Source: an optimization exercise on an open RTL-to-GDS flow (aim: small area and a short achievable clock period). Production flows keep margins and buffers that such runs may drop.
Where RTL was checked, it was by simulation tests only, not by an equivalence proof against the original.
The clock port is modelled as an ideal driver, which makes a skipped or thinned clock tree look cheaper than it is; a real chip needs a root buffer or a tree.
No activity file was given, so power comes from the tool's default toggle rates.

==> inputs of run K <==
Design fifo, start of the top module:
module fifo(
    input         clk,
    input         rst,         
    input  [7:0]  data_in,
    input         w_en,
    input         r_en,
    output reg [7:0] data_out,
    output reg    full,
    output reg    empty
);
    reg [7:0] mem [0:3][0:7];
    reg [3:0] wb;               
    reg [7:0] wr;               
    reg [3:0] rb;               
    reg [7:0] crow [0:3];       
    reg [3:0] cm;               
    reg [8:0] cq;               
    reg [7:0] cand [0:3];       
    reg nfull, nempty;
    wire wok = w_en & nfull;
    wire rd  = r_en & nempty;
    wire low = cq[0];
    genvar b, i;
    generate
        for (b = 0; b < 4; b = b + 1) begin : g_bank
            for (i = 0; i < 8; i = i + 1) begin : g_row
                always @(posedge clk)
                    if (w_en & wb[b] & wr[i])
                        mem[b][i] <= data_in;
            end
            reg [7:0] sel;
            integer k;
            always @* begin
                sel = 8'b0;
                for (k = 0; k < 8; k = k + 1)
                    sel = sel | ({8{crow[b][k]}} & mem[b][k]);
            end
            always @(posedge clk)
                if (nfull | ~rb[b])
                    cand[b] <= (w_en & wb[b] & low) ? data_in : sel;
            always @(posedge clk)
                if (!rst)
                    crow[b] <= 8'b1;
                else if (rd & rb[b])
                    crow[b] <= {crow[b][6:0], crow[b][7]};
        end
    endgenerate
    wire [3:0] cm_inc = {cm[2:0], cm[3]};
    wire [8:0] cq_inc = cm[3] ? {cq[7:0], 1'b0} : cq;
    wire [3:0] cm_dec = {cm[0], cm[3:1]};
    wire [8:0] cq_dec = cm[0] ? {1'b0, cq[8:1]} : cq;
    wire       one    = cq[0] & cm[1];
    wire       n31    = cq[7] & cm[3];
    wire [3:0] cm_w = nfull ? cm_inc : cm;
    wire [8:0] cq_w = nfull ? cq_inc : cq;
    wire       e_w  = 1'b0;
    wire       f_w  = ~nfull | n31;
    wire [3:0] cm_r = nempty ? cm_dec : cm;
  ...
==> module fifo, before the edit <==
module fifo(
    input         clk,
    input         rst,         
    input  [7:0]  data_in,
    input         w_en,
    input         r_en,
    output reg [7:0] data_out,
    output reg    full,
    output reg    empty
);
    reg [7:0] mem [0:3][0:7];
    reg [3:0] wb;               
    reg [7:0] wr;               
    reg [3:0] rb;               
    reg [7:0] crow [0:3];       
    reg [3:0] cm;               
    reg [8:0] cq;               
    reg [7:0] cand [0:3];       
    reg nfull, nempty;
    wire wok = w_en & nfull;
    wire rd  = r_en & nempty;
    wire low = cq[0];
    genvar b, i;
    generate
        for (b = 0; b < 4; b = b + 1) begin : g_bank
            for (i = 0; i < 8; i = i + 1) begin : g_row
                always @(posedge clk)
                    if (w_en & wb[b] & wr[i])
                        mem[b][i] <= data_in;
            end
            reg [7:0] sel;
            integer k;
            always @* begin
                sel = 8'b0;
                for (k = 0; k < 8; k = k + 1)
                    sel = sel | ({8{crow[b][k]}} & mem[b][k]);
            end
            always @(posedge clk)
                if (nfull | ~rb[b])
                    cand[b] <= (w_en & wb[b] & low) ? data_in : sel;
            always @(posedge clk)
                if (!rst)
                    crow[b] <= 8'b1;
                else if (rd & rb[b])
                    crow[b] <= {crow[b][6:0], crow[b][7]};
        end
    endgenerate
    wire [3:0] cm_inc = {cm[2:0], cm[3]};
    wire [8:0] cq_inc = cm[3] ? {cq[7:0], 1'b0} : cq;
    wire [3:0] cm_dec = {cm[0], cm[3:1]};
    wire [8:0] cq_dec = cm[0] ? {1'b0, cq[8:1]} : cq;
    wire       one    = cq[0] & cm[1];
    wire       n31    = cq[7] & cm[3];
    wire [3:0] cm_w = nfull ? cm_inc : cm;
    wire [8:0] cq_w = nfull ? cq_inc : cq;
    wire       e_w  = 1'b0;
    wire       f_w  = ~nfull | n31;
    wire [3:0] cm_r = nempty ? cm_dec : cm;
    wire [8:0] cq_r = nempty ? cq_dec : cq;
    wire       e_r  = ~nempty | one;
    wire       f_r  = 1'b0;
    wire [3:0] cm_wr = ~nempty ? cm_inc : (~nfull ? cm_dec : cm);
    wire [8:0] cq_wr = ~nempty ? cq_inc : (~nfull ? cq_dec : cq);
    wire       f_wr  = 1'b0;
    wire [7:0] head = ({8{rb[0]}} & cand[0]) | ({8{rb[1]}} & cand[1])
                    | ({8{rb[2]}} & cand[2]) | ({8{rb[3]}} & cand[3]);
    always @(posedge clk) begin
        if (!rst) begin
            wb       <= 4'b1;
            wr       <= 8'b1;
            rb       <= 4'b1;
            cm       <= 4'b1;
            cq       <= 9'b1;
            empty    <= 1'b1;
            full     <= 1'b0;
            nempty   <= 1'b0;
            nfull    <= 1'b1;
            data_out <= 8'b0;
        end else begin
            if (wok) begin
                wb <= {wb[2:0], wb[3]};
                if (wb[3])
                    wr <= {wr[6:0], wr[7]};
            end
            if (rd) begin
                data_out <= head;
                rb <= {rb[2:0], rb[3]};
            end
            case ({w_en, r_en})
                2'b10: begin
                    cm    <= cm_w;
                    cq    <= cq_w;
                    empty <= e_w;
                    full  <= f_w;
                    nempty <= ~e_w;
                    nfull  <= ~f_w;
                end
                2'b01: begin
                    cm    <= cm_r;
                    cq    <= cq_r;
                    empty <= e_r;
                    full  <= f_r;
                    nempty <= ~e_r;
                    nfull  <= ~f_r;
                end
                2'b11: begin
                    cm    <= cm_wr;
                    cq    <= cq_wr;
                    empty <= 1'b0;
                    full  <= f_wr;
                    nempty <= 1'b1;
                    nfull  <= ~f_wr;
                end
                default: ;
            endcase
        end
    end
endmodule
clock: 2.4 ns
lec_check: 0
cap_margin: 20
core_margin: 2
core_utilization: 55
setup_slack_margin: 1.1
slew_margin: 20
tns_end_percent: 5
standard.sh (not shown) runs the stock make flow with config.mk's settings and CLKGATE_MAP_FILE= SYNTH_SCRIPT=/design/flow/synth_recipe.tcl, a recipe that flattens the netlist after the stock synthesis.
==> flow/flow/run.sh <==
#!/bin/bash
set -euo pipefail
bash standard.sh finish PRE_CTS_TCL="$PWD/flow/my_cts.tcl" \
  BUFFER_PORTS_ARGS="-buffer_cell sky130_fd_sc_hd__buf_4" \
  MATCH_CELL_FOOTPRINT=0 > standard.log 2>&1
==> flow/flow/my_cts.tcl <==
# Replaces clock_tree_synthesis with a two-level tree: K leaf buffers, each
# driving one cluster of clock sinks (k-means on sink locations), fed by up to
# R root buffers (k-means on the leaf locations), which the clock port feeds.
# Every sink sees the same two buffer stages.
rename clock_tree_synthesis orig_clock_tree_synthesis
source [file join [file dirname [info script]] my_cts_params.tcl]

proc my_kmeans {pts k iters} {
  # pts: list of {x y}; returns list of cluster index per point
  set n [llength $pts]
  set sorted [lsort -real -index 0 $pts]
  set cents {}
  for {set i 0} {$i < $k} {incr i} {
    lappend cents [lindex $sorted [expr {int(($i + 0.5) * $n / $k)}]]
  }
  set asg {}
  for {set it 0} {$it < $iters} {incr it} {
    set asg {}
    foreach p $pts {
      set best 0; set bd 1e30; set ci 0
      foreach c $cents {
        set dx [expr {[lindex $p 0] - [lindex $c 0]}]
        set dy [expr {[lindex $p 1] - [lindex $c 1]}]
        set d [expr {$dx * $dx + $dy * $dy}]
        if {$d < $bd} { set bd $d; set best $ci }
        incr ci
      }
      lappend asg $best
    }
    # balance: cap cluster size, move overflow points to nearest non-full cluster
    set newc {}
    for {set c 0} {$c < $k} {incr c} { set sx($c) 0.0; set sy($c) 0.0; set sn($c) 0 }
    foreach p $pts a $asg {
      set sx($a) [expr {$sx($a) + [lindex $p 0]}]
      set sy($a) [expr {$sy($a) + [lindex $p 1]}]
      incr sn($a)
    }
    for {set c 0} {$c < $k} {incr c} {
      if {$sn($c) > 0} {
        lappend newc [list [expr {$sx($c) / $sn($c)}] [expr {$sy($c) / $sn($c)}]]
      } else {
        lappend newc [lindex $cents $c]
      }
    }
    set cents $newc
  }
  return [list $asg $cents]
}

proc clock_tree_synthesis {args} {
  global my_cts_k my_cts_leaf my_cts_root
  set k $my_cts_k
  set leafm $my_cts_leaf
  set rootm $my_cts_root
  set db [ord::get_db]
  set block [ord::get_db_block]
  set clknet [$block findNet clk]
  set sinks {}
  set pts {}
  foreach it [$clknet getITerms] {
    set inst [$it getInst]
    set loc [$inst getLocation]
    set bb [$inst getBBox]
    lappend sinks $it
    lappend pts [list [expr {([$bb xMin] + [$bb xMax]) / 2.0}] [expr {([$bb yMin] + [$bb yMax]) / 2.0}]]
  }
  puts "my_cts: [llength $sinks] sinks, $k leaves"
  lassign [my_kmeans $pts $k 30] asg cents
  set lm [$db findMaster $leafm]
  set rm [$db findMaster $rootm]
  # group the leaves under R root buffers, each fed by the clock port
  set r $::my_cts_r
  lassign [my_kmeans $cents $r 30] rasg rcents
  for {set q 0} {$q < $r} {incr q} {
    if {[lsearch -exact $rasg $q] < 0} { continue }
    set rootnet($q) [odb::dbNet_create $block clknet_root_$q]
    $rootnet($q) setSigType CLOCK
    set root [odb::dbInst_create $block $rm clkbuf_root_$q]
    set rc [lindex $rcents $q]
    $root setLocation [expr {int([lindex $rc 0])}] [expr {int([lindex $rc 1])}]
    $root setPlacementStatus PLACED
    [$root findITerm A] connect $clknet
    [$root findITerm X] connect $rootnet($q)
  }
  for {set c 0} {$c < $k} {incr c} {
    set n [odb::dbNet_create $block clknet_leaf_$c]
    $n setSigType CLOCK
    set b [odb::dbInst_create $block $lm clkbuf_leaf_$c]
    set cc [lindex $cents $c]
    $b setLocation [expr {int([lindex $cc 0])}] [expr {int([lindex $cc 1])}]
    $b setPlacementStatus PLACED
    [$b findITerm A] connect $rootnet([lindex $rasg $c])
    [$b findITerm X] connect $n
    set leafnet($c) $n
    set cnt($c) 0
  }
  foreach it $sinks a $asg {
    $it disconnect
    $it connect $leafnet($a)
    incr cnt($a)
  }
  set_propagated_clock [all_clocks]
  for {set c 0} {$c < $k} {incr c} { puts "my_cts: leaf $c at [lindex $cents $c]: $cnt($c) sinks" }
  return ""
}
==> flow/flow/my_cts_params.tcl <==
set ::my_cts_k 16
set ::my_cts_r 4
set ::my_cts_leaf sky130_fd_sc_hd__clkbuf_16
set ::my_cts_root sky130_fd_sc_hd__clkbuf_16
==> run R: changes against run K <==
--- a/flow/design.v
+++ b/flow/design.v
@@ -11,4 +11,5 @@
     reg [7:0] mem [0:3][0:7];
     reg [3:0] wb;               
+    reg [3:0] wbok;             
     reg [7:0] wr;               
     reg [3:0] rb;               
@@ -17,7 +18,6 @@
     reg [8:0] cq;               
     reg [7:0] cand [0:3];       
-    reg nfull, nempty;
-    wire wok = w_en & nfull;
-    wire rd  = r_en & nempty;
+    wire wok = w_en & ~full;
+    wire rd  = r_en & ~empty;
     wire low = cq[0];
     genvar b, i;
@@ -26,5 +26,5 @@
             for (i = 0; i < 8; i = i + 1) begin : g_row
                 always @(posedge clk)
-                    if (w_en & wb[b] & wr[i])
+                    if (w_en & wbok[b] & wr[i])
                         mem[b][i] <= data_in;
             end
@@ -37,6 +37,5 @@
             end
             always @(posedge clk)
-                if (nfull | ~rb[b])
-                    cand[b] <= (w_en & wb[b] & low) ? data_in : sel;
+                cand[b] <= (w_en & wb[b] & low) ? data_in : sel;
             always @(posedge clk)
                 if (!rst)
@@ -52,15 +51,17 @@
     wire       one    = cq[0] & cm[1];
     wire       n31    = cq[7] & cm[3];
-    wire [3:0] cm_w = nfull ? cm_inc : cm;
-    wire [8:0] cq_w = nfull ? cq_inc : cq;
+    wire [3:0] cm_w = full ? cm : cm_inc;
+    wire [8:0] cq_w = full ? cq : cq_inc;
     wire       e_w  = 1'b0;
-    wire       f_w  = ~nfull | n31;
-    wire [3:0] cm_r = nempty ? cm_dec : cm;
-    wire [8:0] cq_r = nempty ? cq_dec : cq;
-    wire       e_r  = ~nempty | one;
+    wire       f_w  = full | n31;
+    wire [3:0] cm_r = empty ? cm : cm_dec;
+    wire [8:0] cq_r = empty ? cq : cq_dec;
+    wire       e_r  = empty | one;
     wire       f_r  = 1'b0;
-    wire [3:0] cm_wr = ~nempty ? cm_inc : (~nfull ? cm_dec : cm);
-    wire [8:0] cq_wr = ~nempty ? cq_inc : (~nfull ? cq_dec : cq);
+    wire [3:0] cm_wr = empty ? cm_inc : (full ? cm_dec : cm);
+    wire [8:0] cq_wr = empty ? cq_inc : (full ? cq_dec : cq);
     wire       f_wr  = 1'b0;
+    wire       full_n = ~r_en & (full | (w_en & n31));
+    wire [3:0] wb_n   = wok ? {wb[2:0], wb[3]} : wb;
     wire [7:0] head = ({8{rb[0]}} & cand[0]) | ({8{rb[1]}} & cand[1])
                     | ({8{rb[2]}} & cand[2]) | ({8{rb[3]}} & cand[3]);
@@ -68,4 +69,5 @@
         if (!rst) begin
             wb       <= 4'b1;
+            wbok     <= 4'b1;
             wr       <= 8'b1;
             rb       <= 4'b1;
@@ -74,10 +76,9 @@
             empty    <= 1'b1;
             full     <= 1'b0;
-            nempty   <= 1'b0;
-            nfull    <= 1'b1;
             data_out <= 8'b0;
         end else begin
+            wbok <= full_n ? 4'b0 : wb_n;
             if (wok) begin
-                wb <= {wb[2:0], wb[3]};
+                wb <= wb_n;
                 if (wb[3])
                     wr <= {wr[6:0], wr[7]};
@@ -93,6 +94,4 @@
                     empty <= e_w;
                     full  <= f_w;
-                    nempty <= ~e_w;
-                    nfull  <= ~f_w;
                 end
                 2'b01: begin
@@ -101,6 +100,4 @@
                     empty <= e_r;
                     full  <= f_r;
-                    nempty <= ~e_r;
-                    nfull  <= ~f_r;
                 end
                 2'b11: begin
@@ -109,6 +106,4 @@
                     empty <= 1'b0;
                     full  <= f_wr;
-                    nempty <= 1'b1;
-                    nfull  <= ~f_wr;
                 end
                 default: ;
==> flow/flow/run.sh (replaced) <==
#!/bin/bash
set -euo pipefail
bash standard.sh finish PRE_CTS_TCL="$PWD/flow/my_cts.tcl" \
  BUFFER_PORTS_ARGS="-buffer_cell sky130_fd_sc_hd__buf_4" \
  MATCH_CELL_FOOTPRINT=0 RECOVER_POWER=100 > standard.log 2>&1
--- a/flow/flow/my_cts.tcl
+++ b/flow/flow/my_cts.tcl
@@ -48,4 +48,99 @@
 }
 
+# Reassign points so that no cluster holds more than cap * N / K points:
+# points with the most to lose pick first, each taking its nearest cluster
+# with room. Returns the assignment and the new cluster centres.
+proc my_balance {pts cents capf} {
+  set n [llength $pts]
+  set k [llength $cents]
+  set cap [expr {int(ceil($capf * $n / $k))}]
+  set order {}
+  set i 0
+  foreach p $pts {
+    set ds {}
+    set ci 0
+    foreach c $cents {
+      set dx [expr {[lindex $p 0] - [lindex $c 0]}]
+      set dy [expr {[lindex $p 1] - [lindex $c 1]}]
+      lappend ds [list $ci [expr {sqrt($dx * $dx + $dy * $dy)}]]
+      incr ci
+    }
+    set ds [lsort -real -index 1 $ds]
+    set dist($i) $ds
+    lappend order [list $i [expr {[lindex $ds 1 1] - [lindex $ds 0 1]}]]
+    incr i
+  }
+  for {set c 0} {$c < $k} {incr c} { set used($c) 0; set sx($c) 0.0; set sy($c) 0.0 }
+  foreach o [lsort -real -decreasing -index 1 $order] {
+    set i [lindex $o 0]
+    foreach d $dist($i) {
+      set c [lindex $d 0]
+      if {$used($c) < $cap} { set a($i) $c; incr used($c); break }
+    }
+  }
+  set asg {}
+  for {set i 0} {$i < $n} {incr i} {
+    lappend asg $a($i)
+    set p [lindex $pts $i]
+    set sx($a($i)) [expr {$sx($a($i)) + [lindex $p 0]}]
+    set sy($a($i)) [expr {$sy($a($i)) + [lindex $p 1]}]
+  }
+  set newc {}
+  for {set c 0} {$c < $k} {incr c} {
+    if {$used($c) > 0} {
+      lappend newc [list [expr {$sx($c) / $used($c)}] [expr {$sy($c) / $used($c)}]]
+    } else {
+      lappend newc [lindex $cents $c]
+    }
+  }
+  return [list $asg $newc]
+}
+
+# Registers that drive an output port (through its port buffer) get the
+# strongest drive of their cell type.
+proc my_upsize_port_flops {} {
+  set block [ord::get_db_block]
+  foreach bt [$block getBTerms] {
+    if {[$bt getIoType] ne "OUTPUT"} { continue }
+    set net [$bt getNet]
+    foreach it [$net getITerms] {
+      if {![$it isOutputSignal]} { continue }
+      set buf [$it getInst]
+      foreach bit [$buf getITerms] {
+        if {![$bit isInputSignal]} { continue }
+        set inet [$bit getNet]
+        if {$inet eq "NULL"} { continue }
+        foreach dit [$inet getITerms] {
+          if {![$dit isOutputSignal]} { continue }
+          set ff [$dit getInst]
+          set m [[$ff getMaster] getName]
+          if {[regexp {^(sky130_fd_sc_hd__dfxtp)_[0-9]+$} $m -> base]} {
+            puts "my_cts: [$ff getName] $m -> ${base}_4"
+            replace_cell [$ff getName] ${base}_4
+          }
+        }
+      }
+    }
+  }
+}
+
+# Plain registers whose output feeds many pins get a stronger drive.
+proc my_upsize_fanout_flops {} {
+  set block [ord::get_db_block]
+  foreach inst [$block getInsts] {
+    set m [[$inst getMaster] getName]
+    if {![regexp {^sky130_fd_sc_hd__dfxtp_1$} $m]} { continue }
+    set q [$inst findITerm Q]
+    set net [$q getNet]
+    if {$net eq "NULL"} { continue }
+    set n [expr {[llength [$net getITerms]] - 1}]
+    if {$n >= $::my_cts_ff4} {
+      replace_cell [$inst getName] sky130_fd_sc_hd__dfxtp_4
+    } elseif {$n >= $::my_cts_ff2} {
+      replace_cell [$inst getName] sky130_fd_sc_hd__dfxtp_2
+    }
+  }
+}
+
 proc clock_tree_synthesis {args} {
   global my_cts_k my_cts_leaf my_cts_root
@@ -53,4 +148,6 @@
   set leafm $my_cts_leaf
   set rootm $my_cts_root
+  my_upsize_port_flops
+  my_upsize_fanout_flops
   set db [ord::get_db]
   set block [ord::get_db_block]
@@ -67,4 +164,5 @@
   puts "my_cts: [llength $sinks] sinks, $k leaves"
   lassign [my_kmeans $pts $k 30] asg cents
+  lassign [my_balance $pts $cents $::my_cts_cap] asg cents
   set lm [$db findMaster $leafm]
   set rm [$db findMaster $rootm]
==> flow/flow/my_cts_params.tcl (replaced) <==
set ::my_cts_k 16
set ::my_cts_r 4
set ::my_cts_leaf sky130_fd_sc_hd__clkbuf_16
set ::my_cts_root sky130_fd_sc_hd__clkbuf_16
set ::my_cts_cap 1.1
set ::my_cts_ff4 7
set ::my_cts_ff2 4
==> run B: changes against run K <==
--- a/flow/design.v
+++ b/flow/design.v
@@ -17,7 +17,6 @@
     reg [8:0] cq;               
     reg [7:0] cand [0:3];       
-    reg nfull, nempty;
-    wire wok = w_en & nfull;
-    wire rd  = r_en & nempty;
+    wire wok = w_en & ~full;
+    wire rd  = r_en & ~empty;
     wire low = cq[0];
     genvar b, i;
@@ -26,5 +25,5 @@
             for (i = 0; i < 8; i = i + 1) begin : g_row
                 always @(posedge clk)
-                    if (w_en & wb[b] & wr[i])
+                    if (wok & wb[b] & wr[i])
                         mem[b][i] <= data_in;
             end
@@ -37,6 +36,5 @@
             end
             always @(posedge clk)
-                if (nfull | ~rb[b])
-                    cand[b] <= (w_en & wb[b] & low) ? data_in : sel;
+                cand[b] <= (w_en & wb[b] & low) ? data_in : sel;
             always @(posedge clk)
                 if (!rst)
@@ -52,14 +50,14 @@
     wire       one    = cq[0] & cm[1];
     wire       n31    = cq[7] & cm[3];
-    wire [3:0] cm_w = nfull ? cm_inc : cm;
-    wire [8:0] cq_w = nfull ? cq_inc : cq;
+    wire [3:0] cm_w = full ? cm : cm_inc;
+    wire [8:0] cq_w = full ? cq : cq_inc;
     wire       e_w  = 1'b0;
-    wire       f_w  = ~nfull | n31;
-    wire [3:0] cm_r = nempty ? cm_dec : cm;
-    wire [8:0] cq_r = nempty ? cq_dec : cq;
-    wire       e_r  = ~nempty | one;
+    wire       f_w  = full | n31;
+    wire [3:0] cm_r = empty ? cm : cm_dec;
+    wire [8:0] cq_r = empty ? cq : cq_dec;
+    wire       e_r  = empty | one;
     wire       f_r  = 1'b0;
-    wire [3:0] cm_wr = ~nempty ? cm_inc : (~nfull ? cm_dec : cm);
-    wire [8:0] cq_wr = ~nempty ? cq_inc : (~nfull ? cq_dec : cq);
+    wire [3:0] cm_wr = empty ? cm_inc : (full ? cm_dec : cm);
+    wire [8:0] cq_wr = empty ? cq_inc : (full ? cq_dec : cq);
     wire       f_wr  = 1'b0;
     wire [7:0] head = ({8{rb[0]}} & cand[0]) | ({8{rb[1]}} & cand[1])
@@ -74,6 +72,4 @@
             empty    <= 1'b1;
             full     <= 1'b0;
-            nempty   <= 1'b0;
-            nfull    <= 1'b1;
             data_out <= 8'b0;
         end else begin
@@ -93,6 +89,4 @@
                     empty <= e_w;
                     full  <= f_w;
-                    nempty <= ~e_w;
-                    nfull  <= ~f_w;
                 end
                 2'b01: begin
@@ -101,6 +95,4 @@
                     empty <= e_r;
                     full  <= f_r;
-                    nempty <= ~e_r;
-                    nfull  <= ~f_r;
                 end
                 2'b11: begin
@@ -109,6 +101,4 @@
                     empty <= 1'b0;
                     full  <= f_wr;
-                    nempty <= 1'b1;
-                    nfull  <= ~f_wr;
                 end
                 default: ;
- CORE_UTILIZATION: 55 -> 40
==> impl_results.html <==
<table>
<tr><th>Metric</th><th>Value</th></tr>
<tr><th colspan="2">Outcome</th></tr>
<tr><td>Status</td><td>complete, no violations</td></tr>
<tr><th colspan="2">Critical path</th></tr>
<tr><td>Launching element of the worst setup path</td><td>empty$_SDFFE_PN1P_</td></tr>
<tr><th colspan="2">Power</th></tr>
<tr><td>Static leakage</td><td>4.549 nW</td></tr>
<tr><td>Share of power burned in the clock network</td><td>31.1%</td></tr>
<tr><th colspan="2">Clock network</th></tr>
<tr><td>Clock-pin slew reported for the worst setup and hold paths after clock tree synthesis</td><td>0.10 ns</td></tr>
<tr><th colspan="2">Synth</th></tr>
<tr><td>Post-synthesis simple-gate area fraction</td><td>7.464%</td></tr>
<tr><td>Post-Syn Nets</td><td>916</td></tr>
<tr><th colspan="2">Detailed routing</th></tr>
<tr><td>Met2 Wirelength</td><td>14350 um</td></tr>
</table>
the above is filed under run R

==> impl_results.html <==
<table>
<tr><th>Metric</th><th>Value</th></tr>
<tr><th colspan="2">Power</th></tr>
<tr><td>Static leakage</td><td>4.778 nW</td></tr>
<tr><td>Share of power burned in the clock network</td><td>30.7%</td></tr>
<tr><th colspan="2">Outcome</th></tr>
<tr><td>Status</td><td>complete, no violations</td></tr>
<tr><th colspan="2">Synth</th></tr>
<tr><td>Post-synthesis simple-gate area fraction</td><td>7.437%</td></tr>
<tr><td>Post-Syn Nets</td><td>912</td></tr>
</table>
the above is filed under run B

==> impl_results.html <==
<table>
<tr><th>Metric</th><th>Value</th></tr>
<tr><th colspan="2">Critical path</th></tr>
<tr><td>Launching element of the worst setup path</td><td>crow[1][2]$_SDFFE_PN0P_</td></tr>
<tr><th colspan="2">Power</th></tr>
<tr><td>Static leakage</td><td>4.838 nW</td></tr>
<tr><td>Group drawing the most power</td><td>sequential cells</td></tr>
<tr><td>Share of power burned in the clock network</td><td>30.6%</td></tr>
<tr><th colspan="2">Synth</th></tr>
<tr><td>Post-synthesis simple-gate area fraction</td><td>7.520%</td></tr>
<tr><th colspan="2">Clock network</th></tr>
<tr><td>Clock-pin slew reported for the worst setup and hold paths after clock tree synthesis</td><td>0.09 ns</td></tr>
<tr><th colspan="2">Detailed routing</th></tr>
<tr><td>Met2 Wirelength</td><td>15610 um</td></tr>
<tr><th colspan="2">Outcome</th></tr>
<tr><td>Status</td><td>complete, no violations</td></tr>
</table>
the above is filed under run K

The RTL of run K was laid out without a check of its function. In every run of this note, the design's own scripts or RTL, not TritonCTS, make the clock network.

separate check: timing with driven ports:
Ports are ideal in the flow. The routed layouts listed here were re-timed in OpenROAD. Step 1: set_driving_cell puts a clkbuf_16 on clk and a buf_2 on each other input, an assumption about the parent block. Step 2 also shifts input and output timing later by t, the mid clock arrival at the registers, as if the neighbouring blocks saw the same clock. Slacks: no drivers / after step 1 / after step 2; pairs: no drivers / after step 1.
run | t, ns | setup slack, ns | clock arrival spread, ns
run K | 0.413 | 0.983 / 0.949 / 0.716 | 0.054 / 0.054
run R | 0.420 | 0.620 / 0.620 / 0.342 | 0.024 / 0.024
run B | 0.416 | 0.997 / 0.921 / 0.675 | 0.057 / 0.057
After both steps setup and hold are still met in every run listed. The setup slack of run B, which loses most, moves by -0.076 ns with the drivers and by -0.322 ns with both steps.
